Background: an optimization exercise with open tools, aiming at small area. Do not read the settings as production practice. The RTL was checked by simulation tests, not by an equivalence proof against the original design.

File: design/flow/design.v
module  mult_gen_0(
        input                   CLK                     ,
        input   signed  [31:0]  A                       ,
        input           [14:0]  B                       ,
        output  reg signed [46:0]  P
);
reg     signed  [31:0]          a_r                             ;
reg             [14:0]          b_r                             ;
reg     signed  [46:0]          m_r                             ;
always  @(posedge CLK) begin
        a_r     <=      A;
        b_r     <=      B;
        m_r     <=      a_r * $signed({1'b0, b_r});
        P       <=      m_r;
end
endmodule
module  shift_reg #(
        parameter       DLY_CNT =       'd8             
)(
        input                   sclk                    ,       
        input                   data_in                 ,       
        output  wire            data_out                       
);
reg     [DLY_CNT-1:0]           data_arr                        ;       
always  @(posedge sclk) begin
        data_arr        <=      {data_arr[DLY_CNT-2:0], data_in};
end
assign  data_out        =       data_arr[DLY_CNT-1];
endmodule
module  quant_int8(
        input                   sclk                    ,       
        input                   s_rst_n                 ,       
        input   signed  [31:0]  data_in                 ,
        input           [14:0]  mult                    ,       
        input           [ 7:0]  shift                   ,       
        input           [ 7:0]  zero_point              ,       
        output  reg     [ 7:0]  data_out                       
);
wire    signed  [46:0]          mult_rslt                       ;
reg     [31:0]                  shift_rslt                      ;
reg                             data_up                         ;
mult_gen_0      mult_gen_0_inst (
        .CLK                    (sclk                   ),       
        .A                      (data_in                ),       
        .B                      (mult                   ),       
        .P                      (mult_rslt              )        
);
always  @(posedge sclk) begin
        data_up <=       (shift <= 8'd32) ? mult_rslt[14+shift] : 1'b0;
end
always  @(posedge sclk or negedge s_rst_n) begin
        if(s_rst_n == 1'b0) begin
                shift_rslt      <=      'd0;
                data_out        <=      'd0;
        end
        else begin
                shift_rslt      <=      mult_rslt[46:15] >> shift;
                if(data_up == 1'b1)
                        data_out        <=      shift_rslt + zero_point + 'd1;
                else 
                        data_out        <=      shift_rslt + zero_point;
        end
end
endmodule
module  quant_int8_8ch(
        input                   sclk                    ,       
        input                   s_rst_n                 ,       
        input   signed  [31:0]  ch0_data_in             ,       
        input   signed  [31:0]  ch1_data_in             ,       
        input   signed  [31:0]  ch2_data_in             ,       
        input   signed  [31:0]  ch3_data_in             ,       
        input   signed  [31:0]  ch4_data_in             ,       
        input   signed  [31:0]  ch5_data_in             ,       
        input   signed  [31:0]  ch6_data_in             ,       
        input   signed  [31:0]  ch7_data_in             ,       
        input                   data_in_vld             ,       
        input           [14:0]  mult                    ,       
        input           [ 7:0]  shift                   ,       
        input           [ 7:0]  zero_point              ,       
        output  wire    [ 7:0]  ch0_data_out            ,       
        output  wire    [ 7:0]  ch1_data_out            ,       
        output  wire    [ 7:0]  ch2_data_out            ,       
        output  wire    [ 7:0]  ch3_data_out            ,       
        output  wire    [ 7:0]  ch4_data_out            ,       
        output  wire    [ 7:0]  ch5_data_out            ,       
        output  wire    [ 7:0]  ch6_data_out            ,       
        output  wire    [ 7:0]  ch7_data_out            ,       
        output  wire            data_out_vld                   
);
shift_reg #(
        .DLY_CNT                (5                      )
)shift_reg_inst(
        .sclk                   (sclk                   ),
        .data_in                (data_in_vld            ),
        .data_out               (data_out_vld           )
);
quant_int8      ch0_quant_int8_inst(
        .sclk                   (sclk                   ),
        .s_rst_n                (s_rst_n                ),
        .data_in                (ch0_data_in            ),
        .mult                   (mult                   ),
        .shift                  (shift                  ),
        .zero_point             (zero_point             ),
        .data_out               (ch0_data_out           )
);
quant_int8      ch1_quant_int8_inst(
        .sclk                   (sclk                   ),
        .s_rst_n                (s_rst_n                ),
        .data_in                (ch1_data_in            ),
        .mult                   (mult                   ),
        .shift                  (shift                  ),
        .zero_point             (zero_point             ),
        .data_out               (ch1_data_out           )
);
quant_int8      ch2_quant_int8_inst(
        .sclk                   (sclk                   ),
        .s_rst_n                (s_rst_n                ),
        .data_in                (ch2_data_in            ),
        .mult                   (mult                   ),
        .shift                  (shift                  ),
        .zero_point             (zero_point             ),
        .data_out               (ch2_data_out           )
);
quant_int8      ch3_quant_int8_inst(
        .sclk                   (sclk                   ),
        .s_rst_n                (s_rst_n                ),
        .data_in                (ch3_data_in            ),
        .mult                   (mult                   ),
        .shift                  (shift                  ),
        .zero_point             (zero_point             ),
        .data_out               (ch3_data_out           )
);
quant_int8      ch4_quant_int8_inst(
        .sclk                   (sclk                   ),
        .s_rst_n                (s_rst_n                ),
        .data_in                (ch4_data_in            ),
        .mult                   (mult                   ),
        .shift                  (shift                  ),
        .zero_point             (zero_point             ),
        .data_out               (ch4_data_out           )
);
quant_int8      ch5_quant_int8_inst(
        .sclk                   (sclk                   ),
        .s_rst_n                (s_rst_n                ),
        .data_in                (ch5_data_in            ),
        .mult                   (mult                   ),
        .shift                  (shift                  ),
        .zero_point             (zero_point             ),
        .data_out               (ch5_data_out           )
);
quant_int8      ch6_quant_int8_inst(
        .sclk                   (sclk                   ),
        .s_rst_n                (s_rst_n                ),
        .data_in                (ch6_data_in            ),
        .mult                   (mult                   ),
        .shift                  (shift                  ),
        .zero_point             (zero_point             ),
        .data_out               (ch6_data_out           )
);
quant_int8      ch7_quant_int8_inst(
        .sclk                   (sclk                   ),
        .s_rst_n                (s_rst_n                ),
        .data_in                (ch7_data_in            ),
        .mult                   (mult                   ),
        .shift                  (shift                  ),
        .zero_point             (zero_point             ),
        .data_out               (ch7_data_out           )
);
endmodule
File: design/flow/run.sh
#!/bin/bash
# synth_recipe.tcl (not shown) runs the flow's synth.tcl, then flattens the netlist and writes it again
# the make line also repeats each setting of config.mk as NAME=value (left out here)
make -C /OpenROAD-flow-scripts/flow DESIGN_CONFIG=/design/flow/config.mk WORK_HOME=/design/flow/orfs CLKGATE_MAP_FILE= SYNTH_SCRIPT=/design/flow/synth_recipe.tcl finish
File: design/flow/config.mk
export PLATFORM = sky130hd
export DESIGN_NAME = quant_int8_8ch
export DESIGN_NICKNAME = quant_int8_8ch
export VERILOG_FILES = /design/flow/design.v
export SDC_FILE = /design/flow/constraint.sdc
export NUM_CORES = 4
export LEC_CHECK = 0
export CAP_MARGIN = 20
export CORE_MARGIN = 2
export CORE_UTILIZATION = 40
export SLEW_MARGIN = 20
File: design/flow/constraint.sdc
create_clock -name core_clock -period 7.5 [get_ports {sclk}]
set_input_delay 1.5000 -clock core_clock [delete_from_list [all_inputs] [get_ports {sclk}]]
set_output_delay 1.5000 -clock core_clock [all_outputs]
set_load 0.01 [all_outputs]
==> notes.md <==
* Run status: finished clean
* Reg area at 0.01952 mm²
* Number of synthesized flops with an enable pin at 0
* CP required at 8.21 ns
* Multi-input gate area at 0.1239 mm²
* Synth Cell Area at 0.1608 mm²
* Largest net degree at the start of global routing at 125
* Filler cells at 38460
* Final cell count without fillers at 22470
* Ys flop type: dfxtp_1
* Inst Count DP at 22210
* Setup TNS at 0 ns
* Drt first pass iters at 6
* Cells after Synth at 16930
* TritonCTS Buffers at 118
* Share of layout cells above drive strength 1 at 5.954%
* Mux share of post-synthesis cell area at 3.321%
* Max-slew violations at 0
* Relative slew slack at 18.59%
* Die width at 638.0 µm
* Worst-margin pin slew at 1.218 ns
* Startpoint types: flip-flop
* Ys Warns at 3
* Die ar. at 0.4071 mm²
* Fin area at 0.1765 mm²
* Seq/Total Area, Yosys at 12.10%
* Max FO, Critical Path at 32
* Clock transition at path regs at 0.06 ns
* Initial antenna violation count at 48
* Area post-placement at 0.1724 mm²
* Vias in the first global route at 124000
* ANT nets after route at 0
* Initial core utilization at 40.23%
* Hold buffer count at cts at 0
* Reg-to-reg setup timing slack at 0.35 ns
* Skew-Pair Late Insertion Delay at 0.96 ns
* Adder-cell area share of the yosys netlist at 51.94%
* Synth Area in Compound Gates at 4.731%
* Hold Vio Cnt, Final at 0
* Row count at 232
* Synthesized Nets at 21740
* Hold Crit Class: flip-flop to flip-flop
* Worst EP arrival at 7.85 ns
* WL per Instance at 21.21 µm
* H-tree depth reported by CTS at 3
* Max cap viols at 0
* GPL Wtd Cong at 0.9135
* Final period util at 95.27%
* Total clock sinks at 940
* Fmax at 140.0 MHz
* WL final at 476600 µm
* Ys async rst share at 13.62%
* Kind of critical path: flip-flop to flip-flop
* Placeable Area at 0.3997 mm²
* Post-detail-place hpwl at 384600 µm
* Post-synthesis xor/xnor area fraction at 2.375%
* Die Y at 638.0 µm
* Longest Clk Path Bufs at 4
* Minimum clock period at 7.145 ns
* CP Capture Type: flip-flop
* Main combinational cell family by area after synthesis: adder cells
* First-pass GRT wire length at 745800 µm
* Root Driver: clkbuf_16
* Final worst slack at 0.3549 ns
* Average via count per standard cell at 5.044
* GRT overflow at 0
* Area grow syn2layout at 9.770%
* Simple-gate portion of the synthesized area at 14.66%
* Clock skew at 0.1433 ns
* RSZ-0062 raised after global routing: false
* Library cells used by synthesis at 97
* TritonCTS clock tree: yes
* Iteration-0 DRC Markers at 7549
* Endpoints failing setup at 0
* Total GRT Usage at 23.92%
* Synth Register Bits at 940
* Post-place setup slack at 0.3015 ns
* Drt drc at 0
* Port buffer count at 354
* I/O pin cnt at 355
* Vias at 113300
* Syn avg cell area at 9.500 µm²
* Nets at 21880
## placed cells by master, fill, tap and decap left out, types with 127 or more instances in the layout
cell type,netlist,final
xnor2_1,314,314
a21oi_1,362,362
inv_1,3777,3777
ha_1,928,928
dfrtp_1,128,128
buf_4,9,452
o21ai_0,195,195
dfxtp_1,812,796
clkdlybuf4s50_1,0,347
nand2_1,2361,2360
mux2i_1,205,205
fa_1,3592,3592
and2_1,1814,1814
nor2_1,303,297
a21o_1,127,127
## flip-flops by register name (all words and copies together), names as in the netlist, 33 cells and up
register,count
ch0_quant_int8_inst.mult_gen_0_inst.P,33
ch0_quant_int8_inst.mult_gen_0_inst.m_r,33
ch1_quant_int8_inst.mult_gen_0_inst.P,33
ch1_quant_int8_inst.mult_gen_0_inst.m_r,33
ch2_quant_int8_inst.mult_gen_0_inst.P,33
ch2_quant_int8_inst.mult_gen_0_inst.m_r,33
ch3_quant_int8_inst.mult_gen_0_inst.P,33
ch3_quant_int8_inst.mult_gen_0_inst.m_r,33
ch4_quant_int8_inst.mult_gen_0_inst.P,33
ch4_quant_int8_inst.mult_gen_0_inst.m_r,33
ch5_quant_int8_inst.mult_gen_0_inst.P,33
ch5_quant_int8_inst.mult_gen_0_inst.m_r,33
ch6_quant_int8_inst.mult_gen_0_inst.P,33
ch6_quant_int8_inst.mult_gen_0_inst.m_r,33
ch7_quant_int8_inst.mult_gen_0_inst.P,33
ch7_quant_int8_inst.mult_gen_0_inst.m_r,33
## cells in the mapped netlist, types with 27 or more instances
| cell | number | area, µm² |
|---|---|---|
| xor2_1 | 122 | 1069 |
| nor2b_1 | 54 | 337.8 |
| fa_1 | 3592 | 71910 |
| nand4_1 | 56 | 350.3 |
| o21a_1 | 34 | 255.2 |
| and3_1 | 33 | 206.5 |
| nor2_1 | 303 | 1137 |
| dfxtp_1 | 812 | 16260 |
| nor3_1 | 47 | 235.2 |
| dfrtp_1 | 128 | 3203 |
| mux2i_1 | 205 | 2052 |
| xnor2_1 | 314 | 2750 |
| nand2_1 | 2361 | 8862 |
| buf_2 | 61 | 305.3 |
| a31oi_1 | 39 | 244.0 |
| a21o_1 | 127 | 953.4 |
| clkbuf_1 | 758 | 2845 |
| a21oi_1 | 362 | 1812 |
| o21bai_1 | 45 | 337.8 |
| and2_1 | 1814 | 11350 |
| o211ai_1 | 27 | 202.7 |
| ha_1 | 928 | 11610 |
| o22ai_1 | 38 | 237.7 |
| mux4_2 | 92 | 2072 |
| inv_1 | 3777 | 14180 |
| nand3_1 | 77 | 385.4 |
| a211oi_1 | 59 | 442.9 |
| o21ai_0 | 195 | 975.9 |
| mux2_2 | 108 | 1216 |
| a311oi_1 | 36 | 315.3 |
## what timing repair did
action,4_1_cts,5_1_grt
gates resized for setup,0,1
buffers inserted,0,2
endpoints found under the setup margin,0,9
## worst max-delay path: stages (launching register included)
cell and delay [ns]:
dfxtp_4 0.61, buf_4 0.23, buf_12 0.23, nand2_1 0.14, fa_1 0.54, fa_1 0.57, fa_1 0.45, fa_1 0.55
inv_1 0.05, fa_1 0.49, fa_1 0.41, ha_1 0.32, and4_1 0.24, and2_1 0.14, o21ai_1 0.15, a311oi_4 0.54
a31oi_4 0.17, o31ai_2 0.40, a21oi_4 0.14, o311ai_4 0.25, a21oi_1 0.13, xnor2_1 0.14
## layer usage
layer | vias up | track usage [%] | wire length (µm)
li1 | 50370 | - | -
met1 | 58650 | 31.55 | 201400
met2 | 3524 | 39.65 | 223400
met3 | 772 | 4.375 | 32770
met4 | 12 | 8.018 | 18860
met5 | - | 0 | 79
## cell families after synthesis
group | count (synthesis)
simple gates | 4843
xor+xnor | 436
mux | 405
buf+inv | 4627
fa+ha+maj | 4520
compound gates | 1155
flops | 940
## final timing paths
check                                                            start                                           to  cells past startpoint
min in group asynchronous                                      s_rst_n              ch7_quant_int8_inst.data_out[4]                      1
max                         ch6_quant_int8_inst.mult_gen_0_inst.b_r[1]  ch2_quant_int8_inst.mult_gen_0_inst.m_r[41]                     21
min reg2reg                ch2_quant_int8_inst.mult_gen_0_inst.m_r[18]    ch2_quant_int8_inst.mult_gen_0_inst.P[18]                      0
max in group asynchronous                                      s_rst_n              ch4_quant_int8_inst.data_out[6]                      2
min                        ch2_quant_int8_inst.mult_gen_0_inst.m_r[18]    ch2_quant_int8_inst.mult_gen_0_inst.P[18]                      0
max reg2reg                 ch6_quant_int8_inst.mult_gen_0_inst.b_r[1]  ch2_quant_int8_inst.mult_gen_0_inst.m_r[41]                     21
## metrics by stage
| stage | util (%) | hold WS [ns] |
|---|---|---|
| 3_3_place_gp | 43.12 | 0.3097 |
| 4_1_cts | 44.13 | 0.2101 |
| 6_report | 44.16 | 0.2142 |
| 2_1_floorplan | - | 0.3096 |
| 5_1_grt | 44.15 | 0.2317 |
| 3_5_place_dp | 43.12 | 0.3121 |
## cell type report
type | count | share of cell area (%)
diodes | 37 | 0.05245
clock buffers | 147 | 1.874
clock inverters | 71 | 0.4012
inverters | 3780 | 8.040
multi-input cells | 11360 | 70.20
flip-flops and latches | 940 | 11.06
well taps | 5265 | 3.732
repair buffers | 868 | 4.640

static timing again, ports no longer ideal:
How much do the figures lean on ideal ports? The routed layout below was timed once more, with nothing changed but the port constraints.
Step 1 (the two cells are an assumption about what drives the block):
set clk [get_ports {sclk}]
set_driving_cell -lib_cell sky130_fd_sc_hd__clkbuf_16 $clk
set_driving_cell -lib_cell sky130_fd_sc_hd__buf_2 [delete_from_list [all_inputs] $clk]
Step 2, shift: input delay + t, output delay - t, t = (earliest + latest rising clock arrival at the registers) / 2. This alone moves slack from input paths to output paths.
a / b / c = ideal ports / drivers / drivers and shift; a / b = the first two.
t (ns): 0.996
setup WS [ns]: 0.355 / 0.355 / 0.355
worst setup path at the end: register to register
latest minus earliest clock arrival (ns): 0.150 / 0.150
cell pins on the clock port's net: 1
After both steps setup and hold are still met in this run. For this run, drivers alone change the setup slack by 0.000 ns; drivers and shift together by 0.000 ns.
